Context: an optimization exercise on an open-source flow, tuned for small area and a short achievable clock period. The choices shown serve that exercise and are no tape-out recipe. In this exercise RTL edits were held to simulation tests only and were not proved equivalent to the original. Power and IR drop assume default switching activity.

**design/flow/flow/run.sh**
```bash
#!/bin/bash
# Layout flow: the standard synthesis, then an inverter clean-up around the
# full-adder cells (polarity.py) and a re-map of the remaining gates
# (remap.tcl, ABC area script), then the standard layout steps.
set -euo pipefail
MARGIN=none
R=orfs/results/sky130hd/balance_cntrl/base
bash standard.sh synth > 1_standard_synth.log 2>&1
cp $R/1_2_yosys.v std_1_2_yosys.v
python3 flow/polarity.py std_1_2_yosys.v pol.v > 2_polarity.log 2>&1
export REMAP_IN=pol.v REMAP_OUT=remap.v
export REMAP_LIB=$FLOW_HOME/platforms/sky130hd/lib/sky130_fd_sc_hd__tt_025C_1v80.lib
export REMAP_ABC_SCRIPT=$FLOW_HOME/scripts/abc_area.script
export REMAP_DONT_USE="$(sed -n '/DONT_USE_CELLS += /,/^$/p' $FLOW_HOME/platforms/sky130hd/config.mk | grep -o 'sky130_fd_sc_hd__[a-z0-9_]*' | tr '\n' ' ')"
yosys -c flow/remap.tcl > 3_remap.log 2>&1
cp remap.v $R/1_2_yosys.v
rm -f $R/1_synth.odb $R/1_synth.sdc
if [ "$MARGIN" = "none" ]; then
  bash standard.sh finish > 4_standard_finish.log 2>&1
else
  bash standard.sh SETUP_SLACK_MARGIN=$MARGIN finish > 4_standard_finish.log 2>&1
fi
```
**design/flow/flow/polarity.py**
```python
#!/usr/bin/env python3
"""Inverter clean-up around full adders in a flat sky130 gate netlist.

A full adder is self-dual: FA(~a, ~b, ~c) = (~sum, ~cout).  Each fa cell may
therefore run in inverted polarity.  This pass picks a polarity per fa cell
that needs the fewest inverters, removes the design's free inverters and adds
back one inverter per net whose complement some pin still needs.
Usage: polarity.py in.v out.v"""
import re, sys, collections

src = open(sys.argv[1]).read()
INV = re.compile(r'sky130_fd_sc_hd__(inv|clkinv)_\d+$')
FA = re.compile(r'sky130_fd_sc_hd__fa_\d+$')
OUTP = {'X', 'Y', 'Q', 'Q_N', 'SUM', 'COUT', 'HI', 'LO'}

m = re.search(r'\bmodule\s+(\w+)\s*\((.*?)\);(.*)\bendmodule', src, re.S)
top, portlist, body = m.group(1), m.group(2), m.group(3)
stmts = [s.strip() for s in body.split(';')]
cells = []      # [typ, name, {pin: net}]
other = []      # non-cell statements, kept verbatim
cre = re.compile(r'^(sky130_fd_sc_hd__\w+)\s+(\S+)\s*\((.*)\)$', re.S)
for s in stmts:
    if not s:
        continue
    mm = cre.match(s)
    if mm:
        pins = {p: n.strip() for p, n in re.findall(r'\.(\w+)\(([^()]*)\)', mm.group(3))}
        cells.append([mm.group(1), mm.group(2), pins])
    else:
        other.append(s)

# nets used by non-cell statements (assigns, ports) stay fixed
fixed_nets = set()
for s in other:
    if s.startswith('assign'):
        for tok in re.findall(r'\\\S+|[A-Za-z_][\w$]*(?:\[\d+\])?', s[len('assign'):]):
            fixed_nets.add(tok)
ports = set()
for s in other:
    mm = re.match(r'^(input|output|inout)\s*(\[(\d+):(\d+)\])?\s*(.*)$', s, re.S)
    if mm:
        names = [x.strip() for x in mm.group(5).split(',')]
        for n in names:
            if mm.group(2):
                a, b = int(mm.group(3)), int(mm.group(4))
                for i in range(min(a, b), max(a, b) + 1):
                    ports.add('%s[%d]' % (n, i))
            ports.add(n)
fixed_nets |= ports

driver = {}
for c in cells:
    for p, n in c[2].items():
        if p in OUTP:
            driver[n] = c

def is_free_inv(c):
    return INV.match(c[0]) and c[2]['Y'] not in fixed_nets

def root(n):
    par = 0
    seen = 0
    while n in driver and is_free_inv(driver[n]) and seen < 100:
        n = driver[n][2]['A']
        par ^= 1
        seen += 1
    return n, par

fas = [c for c in cells if FA.match(c[0])]
fa_idx = {c[1]: i for i, c in enumerate(fas)}
out_of = {}    # net -> fa index (physical driver)
for i, c in enumerate(fas):
    out_of[c[2]['SUM']] = i
    out_of[c[2]['COUT']] = i

# consumers: (cell, pin, root, parity, fa_index or None)
cons = []
for c in cells:
    if is_free_inv(c):
        continue
    for p, n in c[2].items():
        if p in OUTP:
            continue
        r, k = root(n)
        cons.append((c, p, r, k, fa_idx.get(c[1]) if FA.match(c[0]) else None))

f = [0] * len(fas)
def need(ci):
    c, p, r, k, w = cons[ci]
    ph = f[out_of[r]] if r in out_of else 0
    return k ^ ph ^ (f[w] if w is not None else 0)

by_root = collections.defaultdict(list)
for i, cc in enumerate(cons):
    by_root[cc[2]].append(i)
touch = collections.defaultdict(set)
for i, cc in enumerate(cons):
    if cc[4] is not None:
        touch[cc[4]].add(cc[2])
for i, c in enumerate(fas):
    touch[i].add(c[2]['SUM'])
    touch[i].add(c[2]['COUT'])

def cost_root(r):
    return 1 if any(need(i) for i in by_root[r]) else 0

def total():
    return sum(cost_root(r) for r in by_root)

before = total()
improved = True
it = 0
while improved and it < 50:
    improved = False
    it += 1
    for i in range(len(fas)):
        rs = touch[i]
        c0 = sum(cost_root(r) for r in rs)
        f[i] ^= 1
        c1 = sum(cost_root(r) for r in rs)
        if c1 < c0:
            improved = True
        else:
            f[i] ^= 1
after = total()

# rebuild
new_cells = [c for c in cells if not is_free_inv(c)]
old_inv = len(cells) - len(new_cells)
inv_net = {}
extra = []
wires = []
k = 0
for i, cc in enumerate(cons):
    c, p, r, par, w = cc
    if need(i):
        if r not in inv_net:
            k += 1
            nn = 'polinv_%d' % k
            inv_net[r] = nn
            wires.append(nn)
            extra.append(['sky130_fd_sc_hd__inv_1', 'polinv_cell_%d' % k, {'A': r, 'Y': nn}])
        c[2][p] = inv_net[r]
    else:
        c[2][p] = r

def emit(c):
    pins = ',\n'.join('    .%s(%s)' % (p, n + (' ' if n.startswith('\\') else '')) for p, n in c[2].items())
    return '  %s %s (\n%s\n  );' % (c[0], c[1], pins)

out = ['module %s(%s);' % (top, portlist)]
for s in other:
    out.append('  ' + s + ' ;')
for w_ in wires:
    out.append('  wire %s;' % w_)
for c in new_cells + extra:
    out.append(emit(c))
out.append('endmodule')
head = src[:m.start()]
open(sys.argv[2], 'w').write(head + '\n'.join(out) + '\n')
sys.stderr.write('polarity: %d fa cells, %d flipped, inverters %d -> %d (cost %d -> %d)\n'
                 % (len(fas), sum(f), old_inv, len(extra), before, after))
```
**design/flow/flow/remap.tcl**
```tcl
# Re-map the random logic around the kept adder cells and flip-flops.
# env: REMAP_IN, REMAP_OUT, REMAP_LIB, REMAP_ABC_SCRIPT, REMAP_DONT_USE
yosys -import
set L $::env(REMAP_LIB)
read_liberty -ignore_miss_func -ignore_buses $L
read_verilog -defer $::env(REMAP_IN)
hierarchy -top balance_cntrl
foreach c {fa_1 fa_2 fa_4 dfrtp_1 dfrtp_2 dfrtp_4 dfxtp_1 conb_1} {
  catch { blackbox sky130_fd_sc_hd__$c }
}
flatten
opt_clean -purge
techmap
opt -fast
set dont_use {}
foreach c $::env(REMAP_DONT_USE) { lappend dont_use -dont_use $c }
abc -script $::env(REMAP_ABC_SCRIPT) -liberty $L {*}$dont_use
opt_clean -purge

stat -liberty $L
write_verilog -noattr -noexpr -nohex -nodec -selected $::env(REMAP_OUT)
```
**design/flow/standard.sh**
```bash
#!/bin/bash
# synth_recipe.tcl (not shown) runs the flow's synth.tcl, then flattens the netlist and writes it again
# the make line also repeats each setting of config.mk as NAME=value (left out here)
make -C /OpenROAD-flow-scripts/flow DESIGN_CONFIG=/design/flow/config.mk WORK_HOME=/design/flow/orfs CLKGATE_MAP_FILE= SYNTH_SCRIPT=/design/flow/synth_recipe.tcl "${@:-finish}"
```
**design/flow/config.mk**
```make
export PLATFORM = sky130hd
export DESIGN_NAME = balance_cntrl
export DESIGN_NICKNAME = balance_cntrl
export VERILOG_FILES = /design/flow/design.v
export SDC_FILE = /design/flow/constraint.sdc
export NUM_CORES = 4
export LEC_CHECK = 0
export ABC_AREA = 1
export CAP_MARGIN = 20
export CORE_MARGIN = 2
export CORE_UTILIZATION = 40
export SLEW_MARGIN = 20
```
**design/flow/constraint.sdc**
```tcl
create_clock -name core_clock -period 35.0 [get_ports {clk}]
set_input_delay 7.0000 -clock core_clock [delete_from_list [all_inputs] [get_ports {clk}]]
set_output_delay 7.0000 -clock core_clock [all_outputs]
set_load 0.01 [all_outputs]
```
**design/flow/design.v**
```verilog
module PID(
input clk, rst_n,
input pwr_up,
input logic [17:0] integrator_in,
output logic signed [17:0] integrator,
output logic [7:0] ss_tmr
);
logic [10:0] pre;
logic [10:0] pre_inc;
logic [7:0] ss_inc;
logic [11:0] pc;
logic [8:0] sc;
always_comb begin
  pc[0] = 1'b1;
  for (int k = 0; k < 11; k++) begin
    pre_inc[k] = pre[k] ^ pc[k];
    pc[k+1] = pc[k] & pre[k];
  end
  sc[0] = pc[11] & !(&ss_tmr);
  for (int k = 0; k < 8; k++) begin
    ss_inc[k] = ss_tmr[k] ^ sc[k];
    sc[k+1] = sc[k] & ss_tmr[k];
  end
end
always_ff @(posedge clk, negedge rst_n) begin
  if (!rst_n)
    integrator <= 18'h00000;
  else
    integrator <= integrator_in;
end
always_ff @(posedge clk, negedge rst_n) begin
  if (!rst_n) begin
    pre <= 11'h000;
    ss_tmr <= 8'h00;
  end else if (!pwr_up) begin
    pre <= 11'h000;
    ss_tmr <= 8'h00;
  end else begin
    pre <= pre_inc;
    ss_tmr <= ss_inc;
  end
end
endmodule
module SegwayMath(
input vld, pwr_up, rider_off,
input logic signed [15:0] ptch,
input logic signed [15:0] ptch_rt,
input logic [11:0] steer_pot,
input logic en_steer,
input logic signed [17:0] integrator,
input logic [7:0] ss_tmr,
output logic [17:0] integrator_in,
output logic signed [11:0] lft_spd,
output logic signed [11:0] rght_spd,
output logic too_fast
);
wire e_pos = !ptch[15] && |ptch[14:9];
wire e_neg = ptch[15] && !(&ptch[14:9]);
wire [9:0] e = e_pos ? 10'h1FF : e_neg ? 10'h200 : ptch[9:0];
wire [17:0] isum;
wire ov = (integrator[17] == e[9]) && (isum[17] != integrator[17]);
assign integrator_in = rider_off ? 18'h00000 : (vld && !ov) ? isum : integrator;
wire i_pos = !integrator[17] && |integrator[16:15];
wire i_neg = integrator[17] && !(&integrator[16:15]);
wire [14:0] I_term = i_pos ? 15'h3FFF : i_neg ? 15'h4000 : integrator[15:1];
wire [9:0] r = ptch_rt[15:6];
wire pot_hi = (&steer_pot[11:9]) && (|steer_pot[8:0]);
wire pot_lo = !(|steer_pot[11:9]);
wire [11:0] lim = pot_hi ? 12'hE00 : pot_lo ? 12'h200 : steer_pot;
wire [9:0] st3;
wire [9:0] st = en_steer ? st3 : 10'h000;
wire [15:0] PID_sum;
wire pos_sat = !PID_sum[15] && |PID_sum[14:11];
wire neg_sat = PID_sum[15] && !(&PID_sum[14:11]);
wire [11:0] X = pos_sat ? 12'h7FF : neg_sat ? 12'h800 : PID_sum[11:0];
wire [12:0] lt, rt;
wire [8:0] lap, lam, rap, ram;
wire l_hi, l_pos, l_sm, l_lo, l_fast, r_hi, r_pos, r_sm, r_lo, r_fast;
wire n1 = integrator[0] ^ e[0];
wire n2 = integrator[0] & e[0];
wire n3 = integrator[1] ^ e[1] ^ n2;
wire n4 = (integrator[1] & e[1]) | (integrator[1] & n2) | (e[1] & n2);
wire n5 = integrator[2] ^ e[2] ^ n4;
wire n6 = (integrator[2] & e[2]) | (integrator[2] & n4) | (e[2] & n4);
wire n7 = integrator[3] ^ e[3] ^ n6;
wire n8 = (integrator[3] & e[3]) | (integrator[3] & n6) | (e[3] & n6);
wire n9 = integrator[4] ^ e[4] ^ n8;
wire n10 = (integrator[4] & e[4]) | (integrator[4] & n8) | (e[4] & n8);
wire n11 = integrator[5] ^ e[5] ^ n10;
wire n12 = (integrator[5] & e[5]) | (integrator[5] & n10) | (e[5] & n10);
wire n13 = integrator[6] ^ e[6] ^ n12;
wire n14 = (integrator[6] & e[6]) | (integrator[6] & n12) | (e[6] & n12);
wire n15 = integrator[7] ^ e[7] ^ n14;
wire n16 = (integrator[7] & e[7]) | (integrator[7] & n14) | (e[7] & n14);
wire n17 = integrator[8] ^ e[8] ^ n16;
wire n18 = (integrator[8] & e[8]) | (integrator[8] & n16) | (e[8] & n16);
wire n19 = integrator[9] ^ e[9] ^ n18;
wire n20 = (integrator[9] & e[9]) | (integrator[9] & n18) | (e[9] & n18);
wire n21 = integrator[10] ^ e[9] ^ n20;
wire n22 = (integrator[10] & e[9]) | (integrator[10] & n20) | (e[9] & n20);
wire n23 = integrator[11] ^ e[9] ^ n22;
wire n24 = (integrator[11] & e[9]) | (integrator[11] & n22) | (e[9] & n22);
wire n25 = integrator[12] ^ e[9] ^ n24;
wire n26 = (integrator[12] & e[9]) | (integrator[12] & n24) | (e[9] & n24);
wire n27 = integrator[13] ^ e[9] ^ n26;
wire n28 = (integrator[13] & e[9]) | (integrator[13] & n26) | (e[9] & n26);
wire n29 = integrator[14] ^ e[9] ^ n28;
wire n30 = (integrator[14] & e[9]) | (integrator[14] & n28) | (e[9] & n28);
wire n31 = integrator[15] ^ e[9] ^ n30;
wire n32 = (integrator[15] & e[9]) | (integrator[15] & n30) | (e[9] & n30);
wire n33 = integrator[16] ^ e[9] ^ n32;
wire n34 = (integrator[16] & e[9]) | (integrator[16] & n32) | (e[9] & n32);
wire n35 = integrator[17] ^ e[9] ^ n34;
wire n36 = (integrator[17] & e[9]) | (integrator[17] & n34) | (e[9] & n34);
wire n37 = I_term[0] ^ e[0];
wire n38 = I_term[0] | e[0];
wire n39 = I_term[1] ^ e[1] ^ n38;
wire n40 = (I_term[1] & e[1]) | (I_term[1] & n38) | (e[1] & n38);
wire n41 = ~r[2];
wire n42 = I_term[2] ^ n41 ^ e[2];
wire n43 = (I_term[2] & n41) | (I_term[2] & e[2]) | (n41 & e[2]);
wire n44 = I_term[3] ^ e[3] ^ e[0];
wire n45 = (I_term[3] & e[3]) | (I_term[3] & e[0]) | (e[3] & e[0]);
wire n46 = ~r[3];
wire n47 = n46 ^ n43 ^ n44;
wire n48 = (n46 & n43) | (n46 & n44) | (n43 & n44);
wire n49 = I_term[4] ^ e[4] ^ e[1];
wire n50 = (I_term[4] & e[4]) | (I_term[4] & e[1]) | (e[4] & e[1]);
wire n51 = ~r[4];
wire n52 = n51 ^ n45 ^ n49;
wire n53 = (n51 & n45) | (n51 & n49) | (n45 & n49);
wire n54 = I_term[5] ^ e[5] ^ e[2];
wire n55 = (I_term[5] & e[5]) | (I_term[5] & e[2]) | (e[5] & e[2]);
wire n56 = ~r[5];
wire n57 = n56 ^ n50 ^ n54;
wire n58 = (n56 & n50) | (n56 & n54) | (n50 & n54);
wire n59 = I_term[6] ^ e[6] ^ e[3];
wire n60 = (I_term[6] & e[6]) | (I_term[6] & e[3]) | (e[6] & e[3]);
wire n61 = ~r[6];
wire n62 = n61 ^ n55 ^ n59;
wire n63 = (n61 & n55) | (n61 & n59) | (n55 & n59);
wire n64 = I_term[7] ^ e[7] ^ e[4];
wire n65 = (I_term[7] & e[7]) | (I_term[7] & e[4]) | (e[7] & e[4]);
wire n66 = ~r[7];
wire n67 = n66 ^ n60 ^ n64;
wire n68 = (n66 & n60) | (n66 & n64) | (n60 & n64);
wire n69 = I_term[8] ^ e[8] ^ e[5];
wire n70 = (I_term[8] & e[8]) | (I_term[8] & e[5]) | (e[8] & e[5]);
wire n71 = ~r[8];
wire n72 = n71 ^ n65 ^ n69;
wire n73 = (n71 & n65) | (n71 & n69) | (n65 & n69);
wire n74 = I_term[9] ^ r[9] ^ e[6];
wire n75 = (I_term[9] & r[9]) | (I_term[9] & e[6]) | (r[9] & e[6]);
wire n76 = ~e[9];
wire n77 = n76 ^ n70 ^ n74;
wire n78 = (n76 & n70) | (n76 & n74) | (n70 & n74);
wire n79 = I_term[10] ^ e[7];
wire n80 = I_term[10] | e[7];
wire n81 = ~n79;
wire n82 = n81 ^ n75 ^ n78;
wire n83 = (n81 & n75) | (n81 & n78) | (n75 & n78);
wire n84 = I_term[11] ^ e[8];
wire n85 = I_term[11] | e[8];
wire n86 = ~n84;
wire n87 = n80 ^ n86 ^ n83;
wire n88 = (n80 & n86) | (n80 & n83) | (n86 & n83);
wire n89 = ~e[9];
wire n90 = I_term[12] ^ n89 ^ n85;
wire n91 = (I_term[12] & n89) | (I_term[12] & n85) | (n89 & n85);
wire n92 = I_term[13] ^ n91;
wire n93 = I_term[13] | n91;
wire n94 = r[0] ^ n37;
wire n95 = ~r[0] & ~n37;
wire n96 = r[1] ^ n39;
wire n97 = ~r[1] & n39;
wire n98 = n40 ^ n42;
wire n99 = n40 & n42;
wire n100 = n48 ^ n52;
wire n101 = n48 & n52;
wire n102 = n53 ^ n57;
wire n103 = n53 & n57;
wire n104 = n58 ^ n62;
wire n105 = n58 & n62;
wire n106 = n63 ^ n67;
wire n107 = n63 & n67;
wire n108 = n68 ^ n72;
wire n109 = n68 & n72;
wire n110 = n73 ^ n77;
wire n111 = n73 & n77;
wire n112 = n88 ^ n90;
wire n113 = n88 & n90;
wire n114 = I_term[14] ^ n93;
wire n115 = ~I_term[14] & n93;
wire n116 = n98 & n97;
wire n117 = n99 | n116;
wire n118 = n98 & ~n96;
wire n119 = n100 & n47;
wire n120 = n104 & n103;
wire n121 = n105 | n120;
wire n122 = n104 & n102;
wire n123 = n108 & n107;
wire n124 = n109 | n123;
wire n125 = n108 & n106;
wire n126 = n82 & n111;
wire n127 = n82 & n110;
wire n128 = n112 & n87;
wire n129 = ~n114 & ~n92;
wire n130 = ~n96 & n95;
wire n131 = n97 | n130;
wire n132 = n118 & n95;
wire n133 = n117 | n132;
wire n134 = n102 & n101;
wire n135 = n103 | n134;
wire n136 = n102 & n119;
wire n137 = n122 & n101;
wire n138 = n121 | n137;
wire n139 = n122 & n119;
wire n140 = n110 & n124;
wire n141 = n111 | n140;
wire n142 = n110 & n125;
wire n143 = n127 & n124;
wire n144 = n126 | n143;
wire n145 = n127 & n125;
wire n146 = ~n92 & n113;
wire n147 = ~n92 & n128;
wire n148 = n129 & n113;
wire n149 = n115 | n148;
wire n150 = n129 & n128;
wire n151 = n47 & n133;
wire n152 = n119 & n133;
wire n153 = n101 | n152;
wire n154 = n136 & n133;
wire n155 = n135 | n154;
wire n156 = n139 & n133;
wire n157 = n138 | n156;
wire n158 = n87 & n144;
wire n159 = n87 & n145;
wire n160 = n128 & n144;
wire n161 = n113 | n160;
wire n162 = n128 & n145;
wire n163 = n147 & n144;
wire n164 = n146 | n163;
wire n165 = n147 & n145;
wire n166 = n150 & n144;
wire n167 = n149 | n166;
wire n168 = n150 & n145;
wire n169 = n106 & n157;
wire n170 = n107 | n169;
wire n171 = n125 & n157;
wire n172 = n124 | n171;
wire n173 = n142 & n157;
wire n174 = n141 | n173;
wire n175 = n145 & n157;
wire n176 = n144 | n175;
wire n177 = n159 & n157;
wire n178 = n158 | n177;
wire n179 = n162 & n157;
wire n180 = n161 | n179;
wire n181 = n165 & n157;
wire n182 = n164 | n181;
wire n183 = n168 & n157;
wire n184 = n167 | n183;
wire n185 = n96 ^ n95;
wire n186 = n98 ^ n131;
wire n187 = n47 ^ n133;
wire n188 = n100 ^ n151;
wire n189 = n102 ^ n153;
wire n190 = n104 ^ n155;
wire n191 = n106 ^ n157;
wire n192 = n108 ^ n170;
wire n193 = n110 ^ n172;
wire n194 = n82 ^ n174;
wire n195 = n87 ^ n176;
wire n196 = n112 ^ n178;
wire n197 = n92 ^ n180;
wire n198 = n114 ^ n182;
wire n199 = ~(ss_tmr[0] & X[0]);
wire n200 = ~(ss_tmr[0] & X[1]);
wire n201 = ~(ss_tmr[0] & X[2]);
wire n202 = ~(ss_tmr[0] & X[3]);
wire n203 = ~(ss_tmr[0] & X[4]);
wire n204 = ~(ss_tmr[0] & X[5]);
wire n205 = ~(ss_tmr[0] & X[6]);
wire n206 = ~(ss_tmr[0] & X[7]);
wire n207 = ~(ss_tmr[0] & X[8]);
wire n208 = ~(ss_tmr[0] & X[9]);
wire n209 = ~(ss_tmr[0] & X[10]);
wire n210 = ~(ss_tmr[0] & X[11]);
wire n211 = ~(ss_tmr[1] & X[0]);
wire n212 = ~(ss_tmr[1] & X[1]);
wire n213 = ~(ss_tmr[1] & X[2]);
wire n214 = ~(ss_tmr[1] & X[3]);
wire n215 = ~(ss_tmr[1] & X[4]);
wire n216 = ~(ss_tmr[1] & X[5]);
wire n217 = ~(ss_tmr[1] & X[6]);
wire n218 = ~(ss_tmr[1] & X[7]);
wire n219 = ~(ss_tmr[1] & X[8]);
wire n220 = ~(ss_tmr[1] & X[9]);
wire n221 = ~(ss_tmr[1] & X[10]);
wire n222 = ~(ss_tmr[1] & X[11]);
wire n223 = ~(ss_tmr[2] & X[0]);
wire n224 = ~(ss_tmr[2] & X[1]);
wire n225 = ~(ss_tmr[2] & X[2]);
wire n226 = ~(ss_tmr[2] & X[3]);
wire n227 = ~(ss_tmr[2] & X[4]);
wire n228 = ~(ss_tmr[2] & X[5]);
wire n229 = ~(ss_tmr[2] & X[6]);
wire n230 = ~(ss_tmr[2] & X[7]);
wire n231 = ~(ss_tmr[2] & X[8]);
wire n232 = ~(ss_tmr[2] & X[9]);
wire n233 = ~(ss_tmr[2] & X[10]);
wire n234 = ~(ss_tmr[2] & X[11]);
wire n235 = ~(ss_tmr[3] & X[0]);
wire n236 = ~(ss_tmr[3] & X[1]);
wire n237 = ~(ss_tmr[3] & X[2]);
wire n238 = ~(ss_tmr[3] & X[3]);
wire n239 = ~(ss_tmr[3] & X[4]);
wire n240 = ~(ss_tmr[3] & X[5]);
wire n241 = ~(ss_tmr[3] & X[6]);
wire n242 = ~(ss_tmr[3] & X[7]);
wire n243 = ~(ss_tmr[3] & X[8]);
wire n244 = ~(ss_tmr[3] & X[9]);
wire n245 = ~(ss_tmr[3] & X[10]);
wire n246 = ~(ss_tmr[3] & X[11]);
wire n247 = ~(ss_tmr[4] & X[0]);
wire n248 = ~(ss_tmr[4] & X[1]);
wire n249 = ~(ss_tmr[4] & X[2]);
wire n250 = ~(ss_tmr[4] & X[3]);
wire n251 = ~(ss_tmr[4] & X[4]);
wire n252 = ~(ss_tmr[4] & X[5]);
wire n253 = ~(ss_tmr[4] & X[6]);
wire n254 = ~(ss_tmr[4] & X[7]);
wire n255 = ~(ss_tmr[4] & X[8]);
wire n256 = ~(ss_tmr[4] & X[9]);
wire n257 = ~(ss_tmr[4] & X[10]);
wire n258 = ~(ss_tmr[4] & X[11]);
wire n259 = ~(ss_tmr[5] & X[0]);
wire n260 = ~(ss_tmr[5] & X[1]);
wire n261 = ~(ss_tmr[5] & X[2]);
wire n262 = ~(ss_tmr[5] & X[3]);
wire n263 = ~(ss_tmr[5] & X[4]);
wire n264 = ~(ss_tmr[5] & X[5]);
wire n265 = ~(ss_tmr[5] & X[6]);
wire n266 = ~(ss_tmr[5] & X[7]);
wire n267 = ~(ss_tmr[5] & X[8]);
wire n268 = ~(ss_tmr[5] & X[9]);
wire n269 = ~(ss_tmr[5] & X[10]);
wire n270 = ~(ss_tmr[5] & X[11]);
wire n271 = ~(ss_tmr[6] & X[0]);
wire n272 = ~(ss_tmr[6] & X[1]);
wire n273 = ~(ss_tmr[6] & X[2]);
wire n274 = ~(ss_tmr[6] & X[3]);
wire n275 = ~(ss_tmr[6] & X[4]);
wire n276 = ~(ss_tmr[6] & X[5]);
wire n277 = ~(ss_tmr[6] & X[6]);
wire n278 = ~(ss_tmr[6] & X[7]);
wire n279 = ~(ss_tmr[6] & X[8]);
wire n280 = ~(ss_tmr[6] & X[9]);
wire n281 = ~(ss_tmr[6] & X[10]);
wire n282 = ~(ss_tmr[6] & X[11]);
wire n283 = ~(ss_tmr[7] & X[0]);
wire n284 = ~(ss_tmr[7] & X[1]);
wire n285 = ~(ss_tmr[7] & X[2]);
wire n286 = ~(ss_tmr[7] & X[3]);
wire n287 = ~(ss_tmr[7] & X[4]);
wire n288 = ~(ss_tmr[7] & X[5]);
wire n289 = ~(ss_tmr[7] & X[6]);
wire n290 = ~(ss_tmr[7] & X[7]);
wire n291 = ~(ss_tmr[7] & X[8]);
wire n292 = ~(ss_tmr[7] & X[9]);
wire n293 = ~(ss_tmr[7] & X[10]);
wire n294 = ~(ss_tmr[7] & X[11]);
wire n295 = n201 ^ n212 ^ n223;
wire n296 = (n201 & n212) | (n201 & n223) | (n212 & n223);
wire n297 = n202 ^ n213 ^ n224;
wire n298 = (n202 & n213) | (n202 & n224) | (n213 & n224);
wire n299 = n235 ^ n296 ^ n297;
wire n300 = (n235 & n296) | (n235 & n297) | (n296 & n297);
wire n301 = n203 ^ n214 ^ n225;
wire n302 = (n203 & n214) | (n203 & n225) | (n214 & n225);
wire n303 = n236 ^ n247 ^ n298;
wire n304 = (n236 & n247) | (n236 & n298) | (n247 & n298);
wire n305 = n301 ^ n300 ^ n303;
wire n306 = (n301 & n300) | (n301 & n303) | (n300 & n303);
wire n307 = n204 ^ n215 ^ n226;
wire n308 = (n204 & n215) | (n204 & n226) | (n215 & n226);
wire n309 = n237 ^ n248 ^ n259;
wire n310 = (n237 & n248) | (n237 & n259) | (n248 & n259);
wire n311 = n302 ^ n307 ^ n309;
wire n312 = (n302 & n307) | (n302 & n309) | (n307 & n309);
wire n313 = n304 ^ n311 ^ n306;
wire n314 = (n304 & n311) | (n304 & n306) | (n311 & n306);
wire n315 = n205 ^ n216 ^ n227;
wire n316 = (n205 & n216) | (n205 & n227) | (n216 & n227);
wire n317 = n238 ^ n249 ^ n260;
wire n318 = (n238 & n249) | (n238 & n260) | (n249 & n260);
wire n319 = n271 ^ n308 ^ n310;
wire n320 = (n271 & n308) | (n271 & n310) | (n308 & n310);
wire n321 = n315 ^ n317 ^ n312;
wire n322 = (n315 & n317) | (n315 & n312) | (n317 & n312);
wire n323 = n319 ^ n321 ^ n314;
wire n324 = (n319 & n321) | (n319 & n314) | (n321 & n314);
wire n325 = n206 ^ n217 ^ n228;
wire n326 = (n206 & n217) | (n206 & n228) | (n217 & n228);
wire n327 = n239 ^ n250 ^ n261;
wire n328 = (n239 & n250) | (n239 & n261) | (n250 & n261);
wire n329 = n272 ^ n283 ^ n316;
wire n330 = (n272 & n283) | (n272 & n316) | (n283 & n316);
wire n331 = n318 ^ n325 ^ n327;
wire n332 = (n318 & n325) | (n318 & n327) | (n325 & n327);
wire n333 = n320 ^ n329 ^ n331;
wire n334 = (n320 & n329) | (n320 & n331) | (n329 & n331);
wire n335 = n322 ^ n333 ^ n324;
wire n336 = (n322 & n333) | (n322 & n324) | (n333 & n324);
wire n337 = n200 ^ n211;
wire n338 = ~n200 & ~n211;
wire n339 = ~n295 & n338;
wire n340 = ~n295 & n337;
wire n341 = ~n305 & ~n299;
wire n342 = ~n323 & ~n313;
wire n343 = n342 & n341;
wire n344 = n343 & n339;
wire n345 = ~n335 & n344;
wire n346 = n207 ^ n218 ^ n229;
wire n347 = (n207 & n218) | (n207 & n229) | (n218 & n229);
wire n348 = n240 ^ n251 ^ n262;
wire n349 = (n240 & n251) | (n240 & n262) | (n251 & n262);
wire n350 = n273 ^ n284 ^ n326;
wire n351 = (n273 & n284) | (n273 & n326) | (n284 & n326);
wire n352 = n328 ^ n346 ^ n348;
wire n353 = (n328 & n346) | (n328 & n348) | (n346 & n348);
wire n354 = n330 ^ n332 ^ n350;
wire n355 = (n330 & n332) | (n330 & n350) | (n332 & n350);
wire n356 = n352 ^ n334 ^ n354;
wire n357 = (n352 & n334) | (n352 & n354) | (n334 & n354);
wire n358 = n208 ^ n219 ^ n230;
wire n359 = (n208 & n219) | (n208 & n230) | (n219 & n230);
wire n360 = n241 ^ n252 ^ n263;
wire n361 = (n241 & n252) | (n241 & n263) | (n252 & n263);
wire n362 = n274 ^ n285 ^ n347;
wire n363 = (n274 & n285) | (n274 & n347) | (n285 & n347);
wire n364 = n349 ^ n358 ^ n360;
wire n365 = (n349 & n358) | (n349 & n360) | (n358 & n360);
wire n366 = n351 ^ n353 ^ n362;
wire n367 = (n351 & n353) | (n351 & n362) | (n353 & n362);
wire n368 = n364 ^ n355 ^ n366;
wire n369 = (n364 & n355) | (n364 & n366) | (n355 & n366);
wire n370 = n209 ^ n220 ^ n231;
wire n371 = (n209 & n220) | (n209 & n231) | (n220 & n231);
wire n372 = n242 ^ n253 ^ n264;
wire n373 = (n242 & n253) | (n242 & n264) | (n253 & n264);
wire n374 = n275 ^ n286 ^ n359;
wire n375 = (n275 & n286) | (n275 & n359) | (n286 & n359);
wire n376 = n361 ^ n370 ^ n372;
wire n377 = (n361 & n370) | (n361 & n372) | (n370 & n372);
wire n378 = n363 ^ n365 ^ n374;
wire n379 = (n363 & n365) | (n363 & n374) | (n365 & n374);
wire n380 = n376 ^ n367 ^ n378;
wire n381 = (n376 & n367) | (n376 & n378) | (n367 & n378);
wire n382 = n210 ^ n221;
wire n383 = n210 | ~n221;
wire n384 = n232 ^ n243 ^ n254;
wire n385 = (n232 & n243) | (n232 & n254) | (n243 & n254);
wire n386 = n265 ^ n276 ^ n287;
wire n387 = (n265 & n276) | (n265 & n287) | (n276 & n287);
wire n388 = ~n382;
wire n389 = n388 ^ n371 ^ n373;
wire n390 = (n388 & n371) | (n388 & n373) | (n371 & n373);
wire n391 = n384 ^ n386 ^ n375;
wire n392 = (n384 & n386) | (n384 & n375) | (n386 & n375);
wire n393 = n377 ^ n389 ^ n379;
wire n394 = (n377 & n389) | (n377 & n379) | (n389 & n379);
wire n395 = n391 ^ n381 ^ n393;
wire n396 = (n391 & n381) | (n391 & n393) | (n381 & n393);
wire n397 = ~n222;
wire n398 = n397 ^ n233 ^ n244;
wire n399 = (n397 & n233) | (n397 & n244) | (n233 & n244);
wire n400 = n255 ^ n266 ^ n277;
wire n401 = (n255 & n266) | (n255 & n277) | (n266 & n277);
wire n402 = n288 ^ n385 ^ n387;
wire n403 = (n288 & n385) | (n288 & n387) | (n385 & n387);
wire n404 = ~n383;
wire n405 = n404 ^ n400 ^ n398;
wire n406 = (n404 & n400) | (n404 & n398) | (n400 & n398);
wire n407 = n390 ^ n402 ^ n405;
wire n408 = (n390 & n402) | (n390 & n405) | (n402 & n405);
wire n409 = n392 ^ n407 ^ n394;
wire n410 = (n392 & n407) | (n392 & n394) | (n407 & n394);
wire n411 = ~n234;
wire n412 = n411 ^ n245 ^ n256;
wire n413 = (n411 & n245) | (n411 & n256) | (n245 & n256);
wire n414 = n267 ^ n278 ^ n289;
wire n415 = (n267 & n278) | (n267 & n289) | (n278 & n289);
wire n416 = n401 ^ n414 ^ n399;
wire n417 = (n401 & n414) | (n401 & n399) | (n414 & n399);
wire n418 = n412 ^ n403 ^ n406;
wire n419 = (n412 & n403) | (n412 & n406) | (n403 & n406);
wire n420 = n416 ^ n408 ^ n418;
wire n421 = (n416 & n408) | (n416 & n418) | (n408 & n418);
wire n422 = ~n246;
wire n423 = n422 ^ n257 ^ n268;
wire n424 = (n422 & n257) | (n422 & n268) | (n257 & n268);
wire n425 = n279 ^ n290 ^ n415;
wire n426 = (n279 & n290) | (n279 & n415) | (n290 & n415);
wire n427 = n413 ^ n423 ^ n425;
wire n428 = (n413 & n423) | (n413 & n425) | (n423 & n425);
wire n429 = n417 ^ n427 ^ n419;
wire n430 = (n417 & n427) | (n417 & n419) | (n427 & n419);
wire n431 = ~n258;
wire n432 = n431 ^ n269 ^ n280;
wire n433 = (n431 & n269) | (n431 & n280) | (n269 & n280);
wire n434 = n291 ^ n424 ^ n432;
wire n435 = (n291 & n424) | (n291 & n432) | (n424 & n432);
wire n436 = n426 ^ n434 ^ n428;
wire n437 = (n426 & n434) | (n426 & n428) | (n434 & n428);
wire n438 = ~n270;
wire n439 = n438 ^ n281 ^ n292;
wire n440 = (n438 & n281) | (n438 & n292) | (n281 & n292);
wire n441 = n433 ^ n439 ^ n435;
wire n442 = (n433 & n439) | (n433 & n435) | (n439 & n435);
wire n443 = ~n282;
wire n444 = n443 ^ n293 ^ n440;
wire n445 = (n443 & n293) | (n443 & n440) | (n293 & n440);
wire n446 = lim[1] & lim[0];
wire n447 = lim[2] & n446;
wire n448 = lim[3] & n447;
wire n449 = lim[4] & n448;
wire n450 = lim[5] & n449;
wire n451 = lim[6] & n450;
wire n452 = lim[7] & n451;
wire n453 = lim[8] & n452;
wire n454 = lim[9] & n453;
wire n455 = lim[10] & n454;
wire n456 = lim[11] & n455;
wire n457 = lim[1] ^ lim[0];
wire n458 = lim[2] ^ n446;
wire n459 = lim[3] ^ n447;
wire n460 = lim[4] ^ n448;
wire n461 = lim[5] ^ n449;
wire n462 = lim[6] ^ n450;
wire n463 = lim[7] ^ n451;
wire n464 = lim[8] ^ n452;
wire n465 = lim[9] ^ n453;
wire n466 = lim[10] ^ n454;
wire n467 = lim[11] ^ n455;
wire n468 = n459 ^ n460;
wire n469 = n459 & n460;
wire n470 = n460 ^ n461;
wire n471 = n460 & n461;
wire n472 = n461 ^ n462;
wire n473 = n461 & n462;
wire n474 = n462 ^ n463;
wire n475 = n462 & n463;
wire n476 = n463 ^ n464;
wire n477 = n463 & n464;
wire n478 = n464 ^ n465;
wire n479 = n464 & n465;
wire n480 = n465 ^ n466;
wire n481 = n465 & n466;
wire n482 = n466 ^ n467;
wire n483 = n466 & ~n467;
wire n484 = n467 ^ n467;
wire n485 = ~n467 & ~n467;
wire n486 = n467 ^ n467;
wire n487 = ~n467 & ~n467;
wire n488 = n470 & n469;
wire n489 = n471 | n488;
wire n490 = n472 & n489;
wire n491 = n473 | n490;
wire n492 = n474 & n491;
wire n493 = n475 | n492;
wire n494 = n476 & n493;
wire n495 = n477 | n494;
wire n496 = n478 & n495;
wire n497 = n479 | n496;
wire n498 = n480 & n497;
wire n499 = n481 | n498;
wire n500 = ~n482 & n499;
wire n501 = n483 | n500;
wire n502 = n484 & n501;
wire n503 = n485 | n502;
wire n504 = n486 & n503;
wire n505 = n487 | n504;
wire n506 = n470 ^ n469;
wire n507 = n472 ^ n489;
wire n508 = n474 ^ n491;
wire n509 = n476 ^ n493;
wire n510 = n478 ^ n495;
wire n511 = n480 ^ n497;
wire n512 = n482 ^ n499;
wire n513 = n484 ^ n501;
wire n514 = n486 ^ n503;
wire n515 = ~st[0];
wire n516 = n515 ^ n356 ^ n336;
wire n517 = (n515 & n356) | (n515 & n336) | (n356 & n336);
wire n518 = ~st[1];
wire n519 = n518 ^ n357 ^ n368;
wire n520 = (n518 & n357) | (n518 & n368) | (n357 & n368);
wire n521 = ~st[2];
wire n522 = n521 ^ n369 ^ n380;
wire n523 = (n521 & n369) | (n521 & n380) | (n369 & n380);
wire n524 = ~st[3];
wire n525 = n524 ^ n395 ^ n523;
wire n526 = (n524 & n395) | (n524 & n523) | (n395 & n523);
wire n527 = ~st[4];
wire n528 = n527 ^ n396 ^ n409;
wire n529 = (n527 & n396) | (n527 & n409) | (n396 & n409);
wire n530 = ~st[5];
wire n531 = n530 ^ n420 ^ n410;
wire n532 = (n530 & n420) | (n530 & n410) | (n420 & n410);
wire n533 = ~st[6];
wire n534 = n533 ^ n421 ^ n429;
wire n535 = (n533 & n421) | (n533 & n429) | (n421 & n429);
wire n536 = ~st[7];
wire n537 = n536 ^ n436 ^ n430;
wire n538 = (n536 & n436) | (n536 & n430) | (n436 & n430);
wire n539 = ~st[8];
wire n540 = n539 ^ n441 ^ n437;
wire n541 = (n539 & n441) | (n539 & n437) | (n441 & n437);
wire n542 = st[9] ^ n444;
wire n543 = ~st[9] | ~n444;
wire n544 = n542 ^ n442 ^ n541;
wire n545 = (n542 & n442) | (n542 & n541) | (n442 & n541);
wire n546 = n294 ^ n543;
wire n547 = n294 | n543;
wire n548 = n445 ^ n546 ^ n545;
wire n549 = (n445 & n546) | (n445 & n545) | (n546 & n545);
wire n550 = n345 ^ n516;
wire n551 = n345 & ~n516;
wire n552 = n517 ^ n519;
wire n553 = ~n517 & ~n519;
wire n554 = n520 ^ n522;
wire n555 = ~n520 & ~n522;
wire n556 = n526 ^ n528;
wire n557 = ~n526 & ~n528;
wire n558 = n529 ^ n531;
wire n559 = ~n529 & ~n531;
wire n560 = n532 ^ n534;
wire n561 = ~n532 & ~n534;
wire n562 = n535 ^ n537;
wire n563 = ~n535 & ~n537;
wire n564 = n538 ^ n540;
wire n565 = ~n538 & ~n540;
wire n566 = n547 ^ n549;
wire n567 = n547 & ~n549;
wire n568 = n552 & n551;
wire n569 = n553 | n568;
wire n570 = n554 & n569;
wire n571 = n555 | n570;
wire n572 = ~n525 & n571;
wire n573 = n556 & n572;
wire n574 = n557 | n573;
wire n575 = n558 & n574;
wire n576 = n559 | n575;
wire n577 = n560 & n576;
wire n578 = n561 | n577;
wire n579 = n562 & n578;
wire n580 = n563 | n579;
wire n581 = n564 & n580;
wire n582 = n565 | n581;
wire n583 = ~n544 & n582;
wire n584 = ~n548 & n583;
wire n585 = ~n566 & n584;
wire n586 = n567 | n585;
wire n587 = n552 ^ n551;
wire n588 = n554 ^ n569;
wire n589 = n525 ^ n571;
wire n590 = n556 ^ n572;
wire n591 = n558 ^ n574;
wire n592 = n560 ^ n576;
wire n593 = n562 ^ n578;
wire n594 = n564 ^ n580;
wire n595 = n544 ^ n582;
wire n596 = n548 ^ n583;
wire n597 = n566 ^ n584;
wire n598 = lt[4] & lt[3];
wire n599 = ~lt[5] & n598;
wire n600 = lt[5] | n599;
wire n601 = lt[6] & n600;
wire n602 = ~lt[7] & n601;
wire n603 = lt[7] | n602;
wire n604 = lt[8] & n603;
wire n605 = lt[9] & n604;
wire n606 = lt[10] & n605;
wire n607 = lt[11] & n606;
wire n608 = lt[4] ^ lt[3];
wire n609 = lt[5] ^ n598;
wire n610 = lt[6] ^ n600;
wire n611 = lt[7] ^ n601;
wire n612 = lt[8] ^ n603;
wire n613 = lt[9] ^ n604;
wire n614 = lt[10] ^ n605;
wire n615 = lt[11] ^ n606;
wire n616 = ~lt[4] & lt[3];
wire n617 = lt[4] | n616;
wire n618 = lt[5] & n617;
wire n619 = ~lt[6] & n618;
wire n620 = lt[6] | n619;
wire n621 = lt[7] & n620;
wire n622 = ~lt[8] & n621;
wire n623 = lt[8] | n622;
wire n624 = ~lt[9] & n623;
wire n625 = lt[9] | n624;
wire n626 = ~lt[10] & n625;
wire n627 = lt[10] | n626;
wire n628 = ~lt[11] & n627;
wire n629 = lt[11] | n628;
wire n630 = lt[4] ^ lt[3];
wire n631 = lt[5] ^ n617;
wire n632 = lt[6] ^ n618;
wire n633 = lt[7] ^ n620;
wire n634 = lt[8] ^ n621;
wire n635 = lt[9] ^ n623;
wire n636 = lt[10] ^ n625;
wire n637 = lt[11] ^ n627;
wire n638 = (lt[9] & (lt[8] & (lt[7] | (lt[6] & (lt[5] | (lt[4] & lt[3]))))));
wire n639 = (lt[6] | (lt[5] & (lt[4] | (lt[3] & (lt[2] | (lt[1] & lt[0]))))));
wire n640 = (lt[7] & (lt[6] & (lt[5] | (lt[4] & (lt[3] | (lt[2] & lt[1]))))));
wire n641 = (lt[9] | (lt[8] | (lt[7] & (lt[6] | (lt[5] & (lt[4] | lt[3]))))));
wire n642 = (lt[6] & (lt[5] | (lt[4] & (lt[3] & (lt[2] | (lt[1] | lt[0]))))));
wire n643 = st[0] ^ n356;
wire n644 = ~st[0] | ~n356;
wire n645 = ~n345;
wire n646 = n643 ^ n336 ^ n645;
wire n647 = (n643 & n336) | (n643 & n645) | (n336 & n645);
wire n648 = st[1] ^ n357 ^ n368;
wire n649 = (st[1] & n357) | (st[1] & n368) | (n357 & n368);
wire n650 = ~n644;
wire n651 = n650 ^ n648 ^ n647;
wire n652 = (n650 & n648) | (n650 & n647) | (n648 & n647);
wire n653 = st[2] ^ n369 ^ n380;
wire n654 = (st[2] & n369) | (st[2] & n380) | (n369 & n380);
wire n655 = n649 ^ n653 ^ n652;
wire n656 = (n649 & n653) | (n649 & n652) | (n653 & n652);
wire n657 = st[3] ^ n395 ^ n654;
wire n658 = (st[3] & n395) | (st[3] & n654) | (n395 & n654);
wire n659 = st[4] ^ n396 ^ n409;
wire n660 = (st[4] & n396) | (st[4] & n409) | (n396 & n409);
wire n661 = st[5] ^ n420 ^ n410;
wire n662 = (st[5] & n420) | (st[5] & n410) | (n420 & n410);
wire n663 = st[6] ^ n421 ^ n429;
wire n664 = (st[6] & n421) | (st[6] & n429) | (n421 & n429);
wire n665 = st[7] ^ n436 ^ n430;
wire n666 = (st[7] & n436) | (st[7] & n430) | (n436 & n430);
wire n667 = st[8] ^ n441 ^ n437;
wire n668 = (st[8] & n441) | (st[8] & n437) | (n441 & n437);
wire n669 = st[9] ^ n444;
wire n670 = st[9] | ~n444;
wire n671 = ~n669;
wire n672 = n671 ^ n442 ^ n668;
wire n673 = (n671 & n442) | (n671 & n668) | (n442 & n668);
wire n674 = n294 ^ n670;
wire n675 = n294 | n670;
wire n676 = n445 ^ n674 ^ n673;
wire n677 = (n445 & n674) | (n445 & n673) | (n674 & n673);
wire n678 = n656 ^ n657;
wire n679 = ~n656 & ~n657;
wire n680 = n658 ^ n659;
wire n681 = ~n658 & ~n659;
wire n682 = n660 ^ n661;
wire n683 = ~n660 & ~n661;
wire n684 = n662 ^ n663;
wire n685 = ~n662 & ~n663;
wire n686 = n664 ^ n665;
wire n687 = ~n664 & ~n665;
wire n688 = n666 ^ n667;
wire n689 = ~n666 & ~n667;
wire n690 = n675 ^ n677;
wire n691 = n675 & ~n677;
wire n692 = n680 & n679;
wire n693 = n681 | n692;
wire n694 = n682 & n693;
wire n695 = n683 | n694;
wire n696 = n684 & n695;
wire n697 = n685 | n696;
wire n698 = n686 & n697;
wire n699 = n687 | n698;
wire n700 = n688 & n699;
wire n701 = n689 | n700;
wire n702 = ~n672 & n701;
wire n703 = ~n676 & n702;
wire n704 = ~n690 & n703;
wire n705 = n691 | n704;
wire n706 = n680 ^ n679;
wire n707 = n682 ^ n693;
wire n708 = n684 ^ n695;
wire n709 = n686 ^ n697;
wire n710 = n688 ^ n699;
wire n711 = n672 ^ n701;
wire n712 = n676 ^ n702;
wire n713 = n690 ^ n703;
wire n714 = rt[4] & rt[3];
wire n715 = ~rt[5] & n714;
wire n716 = rt[5] | n715;
wire n717 = rt[6] & n716;
wire n718 = ~rt[7] & n717;
wire n719 = rt[7] | n718;
wire n720 = rt[8] & n719;
wire n721 = rt[9] & n720;
wire n722 = rt[10] & n721;
wire n723 = rt[11] & n722;
wire n724 = rt[4] ^ rt[3];
wire n725 = rt[5] ^ n714;
wire n726 = rt[6] ^ n716;
wire n727 = rt[7] ^ n717;
wire n728 = rt[8] ^ n719;
wire n729 = rt[9] ^ n720;
wire n730 = rt[10] ^ n721;
wire n731 = rt[11] ^ n722;
wire n732 = ~rt[4] & rt[3];
wire n733 = rt[4] | n732;
wire n734 = rt[5] & n733;
wire n735 = ~rt[6] & n734;
wire n736 = rt[6] | n735;
wire n737 = rt[7] & n736;
wire n738 = ~rt[8] & n737;
wire n739 = rt[8] | n738;
wire n740 = ~rt[9] & n739;
wire n741 = rt[9] | n740;
wire n742 = ~rt[10] & n741;
wire n743 = rt[10] | n742;
wire n744 = ~rt[11] & n743;
wire n745 = rt[11] | n744;
wire n746 = rt[4] ^ rt[3];
wire n747 = rt[5] ^ n733;
wire n748 = rt[6] ^ n734;
wire n749 = rt[7] ^ n736;
wire n750 = rt[8] ^ n737;
wire n751 = rt[9] ^ n739;
wire n752 = rt[10] ^ n741;
wire n753 = rt[11] ^ n743;
wire n754 = (rt[9] & (rt[8] & (rt[7] | (rt[6] & (rt[5] | (rt[4] & rt[3]))))));
wire n755 = (rt[6] | (rt[5] & (rt[4] | (rt[3] & (rt[2] | (rt[1] & rt[0]))))));
wire n756 = (rt[7] & (rt[6] & (rt[5] | (rt[4] & (rt[3] | (rt[2] & rt[1]))))));
wire n757 = (rt[9] | (rt[8] | (rt[7] & (rt[6] | (rt[5] & (rt[4] | rt[3]))))));
wire n758 = (rt[6] & (rt[5] | (rt[4] & (rt[3] & (rt[2] | (rt[1] | rt[0]))))));
assign isum[0] = n1;
assign isum[1] = n3;
assign isum[2] = n5;
assign isum[3] = n7;
assign isum[4] = n9;
assign isum[5] = n11;
assign isum[6] = n13;
assign isum[7] = n15;
assign isum[8] = n17;
assign isum[9] = n19;
assign isum[10] = n21;
assign isum[11] = n23;
assign isum[12] = n25;
assign isum[13] = n27;
assign isum[14] = n29;
assign isum[15] = n31;
assign isum[16] = n33;
assign isum[17] = n35;
assign PID_sum[0] = n94;
assign PID_sum[1] = ~n185;
assign PID_sum[2] = n186;
assign PID_sum[3] = n187;
assign PID_sum[4] = n188;
assign PID_sum[5] = n189;
assign PID_sum[6] = n190;
assign PID_sum[7] = n191;
assign PID_sum[8] = n192;
assign PID_sum[9] = n193;
assign PID_sum[10] = n194;
assign PID_sum[11] = n195;
assign PID_sum[12] = n196;
assign PID_sum[13] = ~n197;
assign PID_sum[14] = ~n198;
assign PID_sum[15] = ~n184;
assign st3[0] = n468;
assign st3[1] = n506;
assign st3[2] = n507;
assign st3[3] = n508;
assign st3[4] = n509;
assign st3[5] = n510;
assign st3[6] = n511;
assign st3[7] = ~n512;
assign st3[8] = n513;
assign st3[9] = n514;
assign lt[0] = ~n550;
assign lt[1] = n587;
assign lt[2] = n588;
assign lt[3] = ~n589;
assign lt[4] = n590;
assign lt[5] = n591;
assign lt[6] = n592;
assign lt[7] = n593;
assign lt[8] = n594;
assign lt[9] = ~n595;
assign lt[10] = ~n596;
assign lt[11] = ~n597;
assign lt[12] = ~n586;
assign lap[0] = ~lt[3];
assign lam[0] = ~lt[3];
assign lap[1] = n608;
assign lam[1] = ~n630;
assign lap[2] = ~n609;
assign lam[2] = n631;
assign lap[3] = n610;
assign lam[3] = ~n632;
assign lap[4] = ~n611;
assign lam[4] = n633;
assign lap[5] = n612;
assign lam[5] = ~n634;
assign lap[6] = n613;
assign lam[6] = ~n635;
assign lap[7] = n614;
assign lam[7] = ~n636;
assign lap[8] = n615;
assign lam[8] = ~n637;
assign l_hi = (lt[11] | (lt[10] & n638));
assign l_pos = (lt[11] | (lt[10] | (lt[9] | (lt[8] | (lt[7] | n639)))));
assign l_sm = (lt[11] & (lt[10] & (lt[9] & (lt[8] & n640))));
assign l_lo = (lt[11] & (lt[10] | n641));
assign l_fast = (lt[11] | (lt[10] & (lt[9] | (lt[8] & (lt[7] | n642)))));
assign rt[0] = ~n646;
assign rt[1] = ~n651;
assign rt[2] = ~n655;
assign rt[3] = n678;
assign rt[4] = n706;
assign rt[5] = n707;
assign rt[6] = n708;
assign rt[7] = n709;
assign rt[8] = n710;
assign rt[9] = ~n711;
assign rt[10] = ~n712;
assign rt[11] = ~n713;
assign rt[12] = ~n705;
assign rap[0] = ~rt[3];
assign ram[0] = ~rt[3];
assign rap[1] = n724;
assign ram[1] = ~n746;
assign rap[2] = ~n725;
assign ram[2] = n747;
assign rap[3] = n726;
assign ram[3] = ~n748;
assign rap[4] = ~n727;
assign ram[4] = n749;
assign rap[5] = n728;
assign ram[5] = ~n750;
assign rap[6] = n729;
assign ram[6] = ~n751;
assign rap[7] = n730;
assign ram[7] = ~n752;
assign rap[8] = n731;
assign ram[8] = ~n753;
assign r_hi = (rt[11] | (rt[10] & n754));
assign r_pos = (rt[11] | (rt[10] | (rt[9] | (rt[8] | (rt[7] | n755)))));
assign r_sm = (rt[11] & (rt[10] & (rt[9] & (rt[8] & n756))));
assign r_lo = (rt[11] & (rt[10] | n757));
assign r_fast = (rt[11] | (rt[10] & (rt[9] | (rt[8] & (rt[7] | n758)))));
wire [11:0] l_y = !lt[12] ? (l_hi ? 12'h7FF : l_pos ? {lap, lt[2:0]} : {lt[9:0], 2'b00})
                          : (l_sm ? {lt[9:0], 2'b00} : l_lo ? {lam, lt[2:0]} : 12'h800);
wire [11:0] r_y = !rt[12] ? (r_hi ? 12'h7FF : r_pos ? {rap, rt[2:0]} : {rt[9:0], 2'b00})
                          : (r_sm ? {rt[9:0], 2'b00} : r_lo ? {ram, rt[2:0]} : 12'h800);
assign lft_spd = pwr_up ? l_y : 12'h000;
assign rght_spd = pwr_up ? r_y : 12'h000;
assign too_fast = pwr_up && ((!lt[12] && l_fast) || (!rt[12] && r_fast));
endmodule
module balance_cntrl
# (parameter fast_sim=1)
(
input clk, rst_n,
input vld, pwr_up, rider_off,
input logic signed [15:0] ptch,
input logic signed [15:0] ptch_rt,
input logic [11:0] steer_pot,
input logic en_steer,
output logic signed [11:0] lft_spd,
output logic signed [11:0] rght_spd,
output logic too_fast
);
logic signed [17:0] integrator;
logic [17:0] integrator_in;
logic [7:0] ss_tmr;
PID PID_balance (.clk(clk), .rst_n(rst_n), .pwr_up(pwr_up), .integrator_in(integrator_in),
                 .integrator(integrator), .ss_tmr(ss_tmr));
SegwayMath SegwayMath_balance (.vld(vld), .pwr_up(pwr_up), .rider_off(rider_off), .ptch(ptch),
                 .ptch_rt(ptch_rt), .steer_pot(steer_pot), .en_steer(en_steer),
                 .integrator(integrator), .ss_tmr(ss_tmr), .integrator_in(integrator_in),
                 .lft_spd(lft_spd), .rght_spd(rght_spd), .too_fast(too_fast));
endmodule
```
==> results of run 1 <==
## layout by cell type (no fill, tap or decap), drive strengths merged, types with 5 or more instances in the layout
| cell type | instances |
|---|---|
| a211oi | 6 |
| a21oi | 65 |
| a31oi | 5 |
| clkbuf | 5 |
| clkdlybuf4s50 | 67 |
| dfrtp | 37 |
| fa | 144 |
| inv | 200 |
| nand2 | 238 |
| nand3 | 32 |
| nand4 | 7 |
| nor2 | 128 |
| nor3 | 23 |
| o21ai | 63 |
| o22ai | 17 |
| or2 | 5 |
| xnor2 | 8 |
| xor2 | 13 |
## registers in the layout, summed over array words and instances (netlist names)
register	cells
PID_balance.integrator	18
PID_balance.pre	11
PID_balance.ss_tmr	8
## worst reg2reg max path: cells and delay by family (launching register included)
family                     cells  cell delay [ns]
AOI/OAI and AO/OA              5             0.75
adders and majority gates     14             5.28
and+or+nand+nor                6             1.13
DFF                            1             0.36
buffers and inverters          3             0.23
## stage by stage
stage	area [um2]	total power [mW]	utilization [%]	std cells
floorplan	7760	0.388	-	1025
detailed placement	8720	0.483	46.2	1347
CTS	8870	0.531	46.9	1355
global placement	8720	0.480	46.2	1347
global route	8870	0.596	46.9	1355
finish	8870	0.529	46.9	1355
## worst paths after layout
kind                                      startpoint                          to  slack [ns]  cells after the start
min                               PID_balance.pre[6]          PID_balance.pre[6]        0.46                      1
min reg2reg                       PID_balance.pre[6]          PID_balance.pre[6]        0.46                      1
max in group asynchronous                      rst_n       PID_balance.ss_tmr[0]       27.62                      1
max                                         ptch[15]                 rght_spd[5]        6.39                     59
max reg2reg                PID_balance.integrator[0]   PID_balance.integrator[5]       27.17                     28
min in group asynchronous                      rst_n  PID_balance.integrator[15]        6.83                      1
## report_power, final
group / internal [mW] / switching [mW] / leakage (nW) / total [mW]
sequential: 0.0481 / 0.00365 / 0.502 / 0.0518
combinational: 0.147 / 0.284 / 3.12 / 0.431
clock: 0.0265 / 0.0198 / 0.0702 / 0.0464
## layer usage
layer | global-route usage, % | routed length (um) | vias up | share of wire, %
met5 | 0 | 0 | - | 0
met4 | 3.10 | 119 | 0 | 0.63
met3 | 2.83 | 855 | 9 | 4.5
met2 | 31.8 | 8550 | 132 | 45
met1 | 29.8 | 9410 | 3261 | 50
li1 | - | - | 3343 | -
## layout make-up
cell class              instances  area (um2)
clock buffers                   5         125
clock inverters                 3        21.3
fillers                      1962       10000
inverters                     199         752
multi-input cells             782        6040
flip-flops and latches         37         926
well taps                     260         325
repair buffers                 69         683
==> impl_metrics.json, run 1 <==
{
  "tns_ns": 0,
  "end_kind": "primary output",
  "ios": 75,
  "critPathLaunchType": "primary input",
  "hold_viol_final": 0,
  "drt_first_pass_iters": 5,
  "insertion_delay_ns": 0.29,
  "crit_path_max_incr_delay_ns": 0.63,
  "finalMaxSlewViolations": 0,
  "area_delta_synth_final_pct": 14.2,
  "syn_inst": 1025,
  "grtUsageTotal_pct": 20.0,
  "tightest_slew_ns": 0.969,
  "cp.required_ns": 28.00,
  "grt_max_degree": 38,
  "vias_per_cell": 4.98,
  "hp-class": "register to register",
  "start_util_pct": 41.1,
  "antenna_found_initial": 0,
  "crit_family": "adder cells",
  "setup_viol": 0,
  "cts.sinks": 37,
  "drc": 0,
  "place.gp.congestion": 0.914,
  "yosysWarnings": 1,
  "grt_pass1_vias": 6888,
  "avgSynthCellArea_um2": 7.57,
  "post_cts_resized": 0,
  "critPathKind": "primary input to primary output",
  "rsz0062_at_grt": "false",
  "port_buffers": 68,
  "holdWs_ns": 0.457,
  "leakagePower_nw": 3.69,
  "drive_above_1_share_pct": 6.30,
  "die_height_um": 143,
  "crit_path_top_delay_cell": "clkdlybuf4s50_1",
  "root_buffer": "clkbuf_16",
  "die-area_um2": 20500,
  "n_antenna_cell": 0,
  "crit_top_cell": "fa_1",
  "wl_per_cell_um": 14.0,
  "period_minus_slack_ns": 28.61,
  "synth_area_um2": 7760,
  "powerDensity_nw_per_um2": 59.6,
  "nets": 1288,
  "cts_hold_buf": 0,
  "fmax_ghz": 0.0350,
  "syn-num-nets": 1219,
  "grt.overflow.total": 0,
  "pre_cts_ws_ns": 6.34,
  "htree_levels": 2,
  "vias": 6745,
  "post-route-period-util_pct": 81.7,
  "clock_path_buffers": 2,
  "num_rows": 50,
  "timing.slew.headroom_pct": 34.7,
  "fin_skew_ns": 0.00740,
  "cp_max_fo": 13,
  "initialDrtViolationCount": 393,
  "die_w_um": 143,
  "drv_cap": 0,
  "fin_ws_ns": 6.39,
  "cts_inserted_buffers": 5,
  "dp_hpwl_mm": 16.1,
  "clk_pin_slew_worst_paths_ns": 0.06,
  "grt_pass1_wl_mm": 33.0,
  "crit_buf_inv": 12,
  "postCtsSetupRepairBufs": 0,
  "status": "no timing/DRC/antenna violations",
  "cts_tree": "built",
  "wl_mm": 18.9,
  "ant_nets": 0,
  "ir_worst_vdd_mv": 0.0384,
  "worstPathArrival_ns": 21.61,
  "coreArea_um2": 18900
}
==> inputs of run 2 (changes only) <==
--- a/design/flow/flow/run.sh
+++ b/design/flow/flow/run.sh
@@ -3,7 +3,7 @@
 # full-adder cells (polarity.py) and a re-map of the remaining gates
 # (remap.tcl, ABC area script), then the standard layout steps.
 set -euo pipefail
-MARGIN=none
+MARGIN=12
 R=orfs/results/sky130hd/balance_cntrl/base
 bash standard.sh synth > 1_standard_synth.log 2>&1
 cp $R/1_2_yosys.v std_1_2_yosys.v
==> run 2 against run 1 <==
- design area rose by 12%
- worst hold slack about the same
- count of clock-buffer cells in the layout unchanged
==> impl_metrics.json, run 2 <==
{
  "clockPowerShare_pct": 6.9,
  "hold_viol_final": 0,
  "cts_tree": "built",
  "crit_top_cell": "fa_2",
  "power_frac_comb_pct": 85.3,
  "cp.required_ns": 28.00,
  "ios": 75,
  "reg2reg_from": "PID_balance.integrator[0]",
  "syn_inst": 1025,
  "grt_max_degree": 38,
  "top_regs": "PID_balance.integrator (18), PID_balance.pre (11), PID_balance.ss_tmr (8)",
  "powerDensity_nw_per_um2": 66.8,
  "setup_viol": 0,
  "cts_hold_buf": 0,
  "die_w_um": 143,
  "cp-startpoint": "ptch[12]",
  "wl_per_cell_um": 14.5,
  "regMostFlops": "PID_balance.integrator",
  "grt_pass1_vias": 7092,
  "post-route-period-util_pct": 71.8,
  "worstPathArrival_ns": 18.13,
  "critPathLaunchType": "primary input",
  "holdWs_ns": 0.457,
  "switchingPower_mw": 0.370,
  "grt.overflow.total": 0,
  "ant_nets": 0,
  "port_buffers": 68,
  "power.internal_mw": 0.294,
  "n_antenna_cell": 0,
  "drv_cap": 0,
  "holdCritStartpoint": "PID_balance.pre[6]",
  "switching_share_pct": 55.7,
  "fin_skew_ns": 0.00827,
  "cts_inserted_buffers": 5,
  "syn-num-nets": 1219,
  "hp-class": "register to register",
  "cts.sinks": 37,
  "mostFrequentLayoutCell": "nand2_1",
  "die-area_um2": 20500,
  "cp_max_fo": 5,
  "ir_worst_vdd_mv": 0.0491,
  "die_height_um": 143,
  "dp_hpwl_mm": 16.1,
  "coreArea_um2": 18900,
  "layout_common_cells": "191 x nand2_1, 173 x inv_1, 114 x fa_1",
  "timing.slew.headroom_pct": 37.6,
  "vias_per_cell": 5.01,
  "period_minus_slack_ns": 25.13,
  "num_rows": 50,
  "fmax_ghz": 0.0398,
  "tightest_slew_ns": 0.927,
  "yosysWarnings": 1,
  "grtUsageTotal_pct": 20.7,
  "power_frac_seq_pct": 7.8,
  "area_delta_synth_final_pct": 28.0,
  "clk_pin_slew_worst_paths_ns": 0.06,
  "crit_path_max_incr_delay_ns": 0.59,
  "final_util_pct": 52.6,
  "fin_ws_ns": 9.87,
  "status": "no timing/DRC/antenna violations",
  "clock_path_buffers": 2,
  "wl_mm": 20.6,
  "start_util_pct": 41.1,
  "leakagePower_nw": 4.15,
  "htree_levels": 2,
  "largest_register_ffs": 18,
  "grt_pass1_wl_mm": 34.1,
  "root_buffer": "clkbuf_16",
  "tns_ns": 0,
  "avgSynthCellArea_um2": 7.57,
  "rsz0062_at_grt": "true",
  "nets": 1352,
  "synth_area_um2": 7760,
  "end_kind": "primary output",
  "vias": 7113,
  "insertion_delay_ns": 0.29,
  "drt_first_pass_iters": 5,
  "critPathKind": "primary input to primary output",
  "finalMaxSlewViolations": 0,
  "initialDrtViolationCount": 483,
  "drive_above_1_share_pct": 26.6,
  "place.gp.congestion": 0.904,
  "pre_cts_ws_ns": 7.54,
  "antenna_found_initial": 0,
  "drc": 0,
  "crit_path_top_delay_cell": "fa_2"
}
[run 2: what timing repair did]
item | CTS | global route
pin swaps | 41 | 33
buffers inserted | 44 | 20
endpoints found under the hold margin | 0 | 0
setup endpoints to repair | 25 | 25
resized for setup | 156 | 93
[run 2: through the flow]
step           power [mW]  cells  instance area, um2
2_1_floorplan       0.410   1025                8020
3_3_place_gp        0.504   1347                8980
3_5_place_dp        0.507   1347                8980
4_1_cts             0.616   1399                9610
5_1_grt             0.726   1419                9940
6_report            0.664   1419                9940
[run 2: layer usage]
metal  GRT usage [%]  vias up  part of all wire (%)
met5               0        -                     0
met4            2.48        0                  0.65
met3            2.47       16                   5.2
met2            33.1      167                    46
met1            31.3     3464                    48
li1                -     3466                     -
[run 2: power groups by stage]
stage               Combinational, mW  Clock [mW]  Sequential [mW]
floorplan                       0.358           0           0.0517
global placement                0.452           0           0.0524
detailed placement              0.455           0           0.0527
CTS                             0.518      0.0462           0.0519
global route                    0.625      0.0483           0.0525
finish                          0.566      0.0455           0.0519
[run 2: path summary, 6_finish.rpt]
| path | end | slack (ns) | cells after the start |
|---|---|---|---|
| max in group asynchronous | PID_balance.ss_tmr[0] | 27.60 | 1 |
| worst max register to register | PID_balance.integrator[5] | 27.20 | 28 |
| worst max-delay path | rght_spd[2] | 9.87 | 56 |
| min in group asynchronous | PID_balance.integrator[15] | 6.83 | 1 |
| worst min-delay path | PID_balance.pre[6] | 0.46 | 1 |
| worst min register to register | PID_balance.pre[6] | 0.46 | 1 |
[run 2: critical path, delay by kind of cell]
kind | cells | cell delay (ns)
adder cells (fa/ha/maj) | 19 | 7.34
AND/OR/NAND/NOR | 26 | 2.36
buffers and inverters | 7 | 0.80
AO/OA/AOI/OAI | 4 | 0.63
[run 2: final cells by class]
| cell class | count | area [um2] |
|---|---|---|
| multi-input combinational | 782 | 6680 |
| clock buffer | 5 | 125 |
| inverter | 199 | 768 |
| timing repair buffer | 133 | 1100 |
| clock inverter | 3 | 22.5 |
| tap | 260 | 325 |
| fill | 1848 | 8950 |
| sequential | 37 | 926 |

afterwards: timing with drivers on the ports:
The flow's constraints put no driver on any port. The routed layouts listed below were extracted and timed again, unchanged, in two steps.
Step 1 sets driving cells, clkbuf_16 on the clock port and buf_2 on the other inputs (assumed; they add their load-dependent delay and slew).
Step 2 adds t to the input delays and takes it off the output delays; t is the mean of the earliest and latest rising clock arrival at the registers after step 1. Input paths then give back, and output paths get back, about the clock's delay inside the block.
a / b / c = ideal / step 1 / step 2; a / b = the first two.
run	shift t [ns]	slack for setup (ns)	worst register clock-pin slew, ns	worst slew at a driven data input, ns
run 1	0.326	6.390 / 6.361 / 6.361	0.07 / 0.07	0.04
run 2	0.319	9.866 / 9.827 / 9.827	0.06 / 0.06	0.05
After both steps every run listed still meets setup and hold. For run 2, which loses most, drivers alone change the setup slack by -0.039 ns; drivers and shift together by -0.039 ns.
